This design comes from an exercise in tuning for small area on the open sky130 flow, not from production work.
Function was checked by simulation only, so behaviour that the tests miss may differ from the original.
The flow treats the clock pin as an ideal source. Dropping or thinning the clock tree relies on that and would not hold on a real chip.
No activity file was given, so power comes from the tool's default toggle rates.

==> flow/design.v <==
module system_top (
    input  wire       i_clk,
    input  wire       i_rst_n,
    input  wire       i_uart_rx,
    output wire [3:0] o_vga_r,
    output wire [3:0] o_vga_g,
    output wire [3:0] o_vga_b,
    output wire       o_vga_hsync,
    output wire       o_vga_vsync
);
    reg [1:0] r_p;
    reg [4:0] r_q;
    always @(posedge i_clk or negedge i_rst_n) begin
        if (!i_rst_n) begin
            r_p <= 2'd0;
            r_q <= 5'd0;
        end else begin
            r_p <= r_p + 2'd1;
            r_q <= (r_q == 5'd26) ? 5'd0 : r_q + 5'd1;
        end
    end
    wire w_tick = !r_p[0] && (r_q == 5'd0);
    wire w_pix  = (r_p == 2'b00);
    localparam [7:0] U_IDLE = 8'd247, U_DONE = 8'd144, U_WIN = 8'd145;
    reg  [7:0] r_u_s;     
    wire [7:0] r_u = r_u_s ^ 8'd145;
    reg  [2:0] r_bc;      
    reg        r_t1;      
    reg  [2:0] r_k;       
    reg        r_play;    
    localparam [2:0] K_NONE = 3'b000, K_START = 3'b001,
                     K_DOWN = 3'b100, K_UP = 3'b101,
                     K_RIGHT = 3'b110, K_LEFT = 3'b111;
    wire w_done   = (r_u == U_DONE);
    wire w_inwin  = (r_u == U_WIN);
    wire w_fire   = w_done && (r_q == 5'd3);
    wire w_start  = w_fire && !r_play && (r_k == K_START);
    wire w_pre    = w_inwin && (r_q == 5'd4);
    wire w_win    = w_inwin && (r_q != 5'd4);
    wire w_samp   = w_tick && !r_u[7] && (r_u[3:0] == 4'd15);
    wire w_stop   = w_tick && (r_u == 8'd143) && i_uart_rx;
    always @(posedge i_clk or negedge i_rst_n) begin
        if (!i_rst_n)
            r_u_s <= (U_WIN) ^ 8'd145;
        else if (w_done) begin
            if (w_fire)
                r_u_s <= (w_start ? U_WIN : U_IDLE) ^ 8'd145;
        end else if (w_inwin) begin
            if ((r_q == 5'd20) || (r_q == 5'd0))
                r_u_s <= (U_IDLE) ^ 8'd145;
        end else if (w_tick) begin
            if (r_u == U_IDLE) begin
                if (!i_uart_rx) r_u_s <= (8'd248) ^ 8'd145;
            end else if (r_u == 8'd255)
                r_u_s <= (i_uart_rx ? U_IDLE : 8'd0) ^ 8'd145;
            else if (r_u == 8'd143)
                r_u_s <= ((i_uart_rx && r_bc == 3'd7) ? U_DONE : U_IDLE) ^ 8'd145;
            else
                r_u_s <= (r_u + 8'd1) ^ 8'd145;
        end
    end
    always @(posedge i_clk or negedge i_rst_n) begin
        if (!i_rst_n)
            r_bc <= 3'd0;
        else if (w_stop)
            r_bc <= r_bc + 3'd1;
    end
    always @(posedge i_clk) begin
        if (w_stop && r_bc == 3'd0)
            r_t1 <= (r_k != K_NONE);
    end
    wire [2:0] w_bit = r_u[6:4];
    always @(posedge i_clk) begin
        if (w_samp) begin
            if (r_bc == 3'd0) begin
                if (w_bit == 3'd0)
                    r_k <= i_uart_rx ? 3'd1 : 3'd0;
                else if (i_uart_rx)
                    r_k <= K_NONE;
            end else if (r_bc == 3'd1) begin
                case (w_bit)
                    3'd0: r_k <= !r_t1 ? K_NONE : (i_uart_rx ? K_LEFT : K_DOWN);
                    3'd1: begin
                        if (!i_uart_rx) begin
                            if (r_k == K_DOWN) r_k <= K_RIGHT;
                            else if (r_k == K_LEFT) r_k <= K_UP;
                        end
                    end
                    3'd2: begin
                        if (r_k == K_RIGHT) begin
                            if (!i_uart_rx) r_k <= K_NONE;
                        end else if (i_uart_rx)
                            r_k <= K_NONE;
                    end
                    3'd3: begin
                        if (i_uart_rx)
                            r_k <= (r_k == K_UP) ? K_START : K_NONE;
                    end
                    default: begin
                        if (i_uart_rx) r_k <= K_NONE;
                    end
                endcase
            end
        end
    end
    always @(posedge i_clk or negedge i_rst_n) begin
        if (!i_rst_n)
            r_play <= 1'b0;
        else if (w_start)
            r_play <= 1'b1;
    end
    reg  [6:0] r_a_s;
    reg  [5:0] r_j_s;
    wire [6:0] r_a = r_a_s ^ 7'd36;
    wire [5:0] r_j = r_j_s ^ 6'd56;
    function [6:0] f_step7;
        input [6:0] x;
        input       dec;
        integer i;
        reg c;
        begin
            c = 1'b1;
            for (i = 0; i < 7; i = i + 1) begin
                f_step7[i] = x[i] ^ c;
                c = c & (x[i] ^ dec);
            end
        end
    endfunction
    wire w_mv   = w_fire && r_play && r_k[2];
    wire w_mv_a = w_mv && r_k[1] && (r_k[0] ? (r_a != 7'd1) : (r_a != 7'd72));
    wire w_mv_j = w_mv && !r_k[1] && (r_k[0] ? (r_j != 6'd0) : (r_j < 6'd54));
    always @(posedge i_clk or negedge i_rst_n) begin
        if (!i_rst_n) begin
            r_a_s <= (7'd36) ^ 7'd36;
            r_j_s <= (6'd56) ^ 6'd56;
        end else if (w_pre) begin
            r_a_s <= (7'd36) ^ 7'd36;
            r_j_s <= (6'd56) ^ 6'd56;
        end else begin
            if (w_mv_a) r_a_s <= (f_step7(r_a, r_k[0])) ^ 7'd36;
            if (w_mv_j) r_j_s <= (f_step7({1'b0, r_j}, r_k[0])) ^ 6'd56;
        end
    end
    reg  [3:0] r_lx_s;
    wire [3:0] r_lx = r_lx_s ^ 4'd1;
    always @(posedge i_clk or negedge i_rst_n) begin
        if (!i_rst_n)
            r_lx_s <= (4'h1) ^ 4'd1;
        else
            r_lx_s <= ({r_lx[2:0], r_lx[3] ^ r_lx[2]}) ^ 4'd1;
    end
    function [4-1:0] f_m;
        input [3:0] k;
        f_m = (k == 4'd1) ? 4'd1 :
            (k == 4'd2) ? 4'd3 :
            (k == 4'd3) ? 4'd14 :
            (k == 4'd4) ? 4'd7 :
            (k == 4'd5) ? 4'd11 :
            (k == 4'd6) ? 4'd13 :
            (k == 4'd7) ? 4'd12 :
            (k == 4'd8) ? 4'd8 :
            (k == 4'd9) ? 4'd15 :
            (k == 4'd10) ? 4'd5 :
            (k == 4'd11) ? 4'd6 :
            (k == 4'd12) ? 4'd4 :
            (k == 4'd13) ? 4'd10 :
            (k == 4'd14) ? 4'd2 :
            (k == 4'd15) ? 4'd9 :
            4'd0;
    endfunction
    reg  [3:0] r_k_food;    
    wire [3:0] w_m  = f_m(r_k_food);
    wire [5:0] w_k3 = {2'b0, r_k_food} + {1'b0, r_k_food, 1'b0};
    wire [9:0] w_aex = {1'b0, r_a, 2'b0} + 10'd31 - {4'b0, w_k3};
    wire [5:0] w_adx = w_aex[9:4] - {2'b0, r_k_food};
    wire w_ate_x = (w_adx == 6'd0) || (w_adx == 6'd1) ||
                   ((w_adx == 6'd2) && (w_aex[3:0] <= 4'd6));
    wire [7:0] w_aey = {1'b0, r_j, 1'b0} + {4'b0, w_m} + 8'd12;
    wire [4:0] w_ady = w_aey[7:3] - {1'b0, w_m};
    wire w_ate_y = (w_ady[4:1] == 4'd0);
    wire w_ate = w_ate_x && w_ate_y;
    always @(posedge i_clk) begin
        if (w_win || w_ate)
            r_k_food <= r_lx;
    end
    reg  [9:0] r_h_s, r_v_s;
    wire [9:0] r_h = r_h_s ^ 10'd799;
    wire [9:0] r_v = r_v_s ^ 10'd524;
    always @(posedge i_clk or negedge i_rst_n) begin
        if (!i_rst_n) begin
            r_h_s <= (10'd799) ^ 10'd799;
            r_v_s <= (10'd524) ^ 10'd524;
        end else if (w_pix) begin
            if (r_h == 10'd799) begin
                r_h_s <= (10'd0) ^ 10'd799;
                r_v_s <= ((r_v == 10'd524) ? 10'd0 : r_v + 10'd1) ^ 10'd524;
            end else
                r_h_s <= (r_h + 10'd1) ^ 10'd799;
        end
    end
    assign o_vga_hsync = !((r_h >= 10'd656) && (r_h < 10'd752));
    assign o_vga_vsync = !((r_v >= 10'd490) && (r_v < 10'd492));
    wire [7:0] w_sdx = {1'b0, r_h[9:3]} - {1'b0, r_a};
    wire [7:0] w_sdy = {1'b0, r_v[9:3]} - {2'b0, r_j};
    wire w_rlo = r_v[2] | r_v[1];           
    wire w_in_snake = (w_sdx[7:3] == 5'd0) && (r_v < 10'd480) &&
                      (((w_sdy == 8'd0) && w_rlo) ||
                       ((w_sdy >= 8'd1) && (w_sdy <= 8'd5)) ||
                       ((w_sdy == 8'd6) && !w_rlo));
    wire [9:0] w_fex = {1'b0, r_h[9:1]} - {4'b0, w_k3};
    wire [8:0] w_fey = {1'b0, r_v[9:2]} + {5'b0, w_m};
    wire w_in_food  = !w_win &&
                      !w_fex[9] && (w_fex[8:4] == {1'b0, r_k_food}) && !w_fex[3] &&
                      (w_fey[8:3] == {2'b0, w_m}) && !w_fey[2];
    reg r_g;
    always @(posedge i_clk or negedge i_rst_n) begin
        if (!i_rst_n)
            r_g <= 1'b0;
        else
            r_g <= w_in_snake || w_in_food;
    end
    assign o_vga_r = 4'h0;
    assign o_vga_g = {4{r_g}};
    assign o_vga_b = 4'h0;
endmodule
export LEC_CHECK = 0
export CAP_MARGIN = 20
export CORE_MARGIN = 2
export CORE_UTILIZATION = 40
export PLACE_DENSITY = 0.6
export SLEW_MARGIN = 20
create_clock -name core_clock -period 10.0 [get_ports {i_clk}]
standard.sh (not shown) runs the stock make flow with config.mk's settings and CLKGATE_MAP_FILE= SYNTH_SCRIPT=/design/flow/synth_recipe.tcl, a recipe that flattens the netlist after the stock synthesis.
==> flow/flow/run.sh <==
#!/bin/bash
# Standard ORFS layout with these changes, none of which touch registers:
#   - ABC maps the combinational logic with an area script
#     (flow/abc_area.script) instead of the speed script
#   - Yosys's extract_fa is skipped, so adders reach ABC as plain gates
#   - the clock tree is a root buffer and four leaf buffers placed by hand
#     (flow/cts_root.tcl) instead of TritonCTS's H-tree
#   - ports are buffered with buf_1 cells
#   - one tie cell drives all constant outputs (no tie fanout repair)
# All make output goes to flow_make.log; ORFS's per-step logs are in orfs/logs.
set -euo pipefail
W=$(pwd)
rm -rf "$W/scripts_mod"
cp -r "$FLOW_HOME/scripts" "$W/scripts_mod"
cp "$W/flow/abc_area.script" "$W/scripts_mod/abc_speed.script"
cp "$W/flow/cts_root.tcl" "$W/scripts_mod/cts_root.tcl"
python3 - "$W/scripts_mod" <<'PY'
import sys
d = sys.argv[1]
p = d + "/synth.tcl"
s = open(p).read()
old = "  extract_fa {*}[dont_use_extract_fa_args]\n"
assert old in s
s = s.replace(old, "  # extract_fa skipped by this flow\n", 1)
open(p, "w").write(s)
p = d + "/cts.tcl"
s = open(p).read()
old = "log_cmd clock_tree_synthesis {*}$cts_args\n"
assert old in s
s = s.replace(old, "source $::env(SCRIPTS_DIR)/cts_root.tcl\n", 1)
open(p, "w").write(s)
PY
bash standard.sh SCRIPTS_DIR="$W/scripts_mod" "BUFFER_PORTS_ARGS=-buffer_cell sky130_fd_sc_hd__buf_1" \
  SKIP_REPAIR_TIE_FANOUT=1 finish > "$W/flow_make.log" 2>&1
Other scripts of this flow, unchanged in this note and not shown: flow/flow/abc_area.script, flow/flow/cts_root.tcl
Then changed:
--- a/flow/flow/run.sh
+++ b/flow/flow/run.sh
@@ -9 +8,0 @@
-#   - one tie cell drives all constant outputs (no tie fanout repair)
@@ -33,2 +32 @@
-bash standard.sh SCRIPTS_DIR="$W/scripts_mod" "BUFFER_PORTS_ARGS=-buffer_cell sky130_fd_sc_hd__buf_1" \
-  SKIP_REPAIR_TIE_FANOUT=1 finish > "$W/flow_make.log" 2>&1
+bash standard.sh SCRIPTS_DIR="$W/scripts_mod" "BUFFER_PORTS_ARGS=-buffer_cell sky130_fd_sc_hd__buf_1" finish > "$W/flow_make.log" 2>&1
What happened: Routed wire length goes up by 3.2%. Final area climbs by 0.42%. Combinational power climbs by 2.6%. Worst setup slack improves by 39 ps.
No run of this note takes its clock network from TritonCTS; it comes from the design's own scripts or RTL.

==> static timing again, ports no longer ideal <==
No port has a modelled driver above. Below, the same layouts with a new extraction and two added sets of constraints. Step 1 (the two cells are an assumption about what drives the block):
set clk [get_ports {i_clk}]
set_driving_cell -lib_cell sky130_fd_sc_hd__clkbuf_16 $clk
set_driving_cell -lib_cell sky130_fd_sc_hd__buf_2 [delete_from_list [all_inputs] $clk]
Step 2 also shifts input and output timing later by t, the mid clock arrival at the registers, as if the neighbouring blocks saw the same clock. Slacks: no drivers / after step 1 / after step 2; pairs: no drivers / after step 1.
run | t (ns) | setup slack, ns | hold WS [ns] | worst setup path after step 2 | pins driven straight from the clock port
the first run | 0.446 | 5.337 / 5.337 / 5.337 | 0.399 / 0.399 / 0.399 | register to register | 1
the second run | 0.460 | 5.376 / 5.376 / 5.376 | 0.382 / 0.382 / 0.382 | register to register | 1
After both steps setup and hold are still met in every run listed.
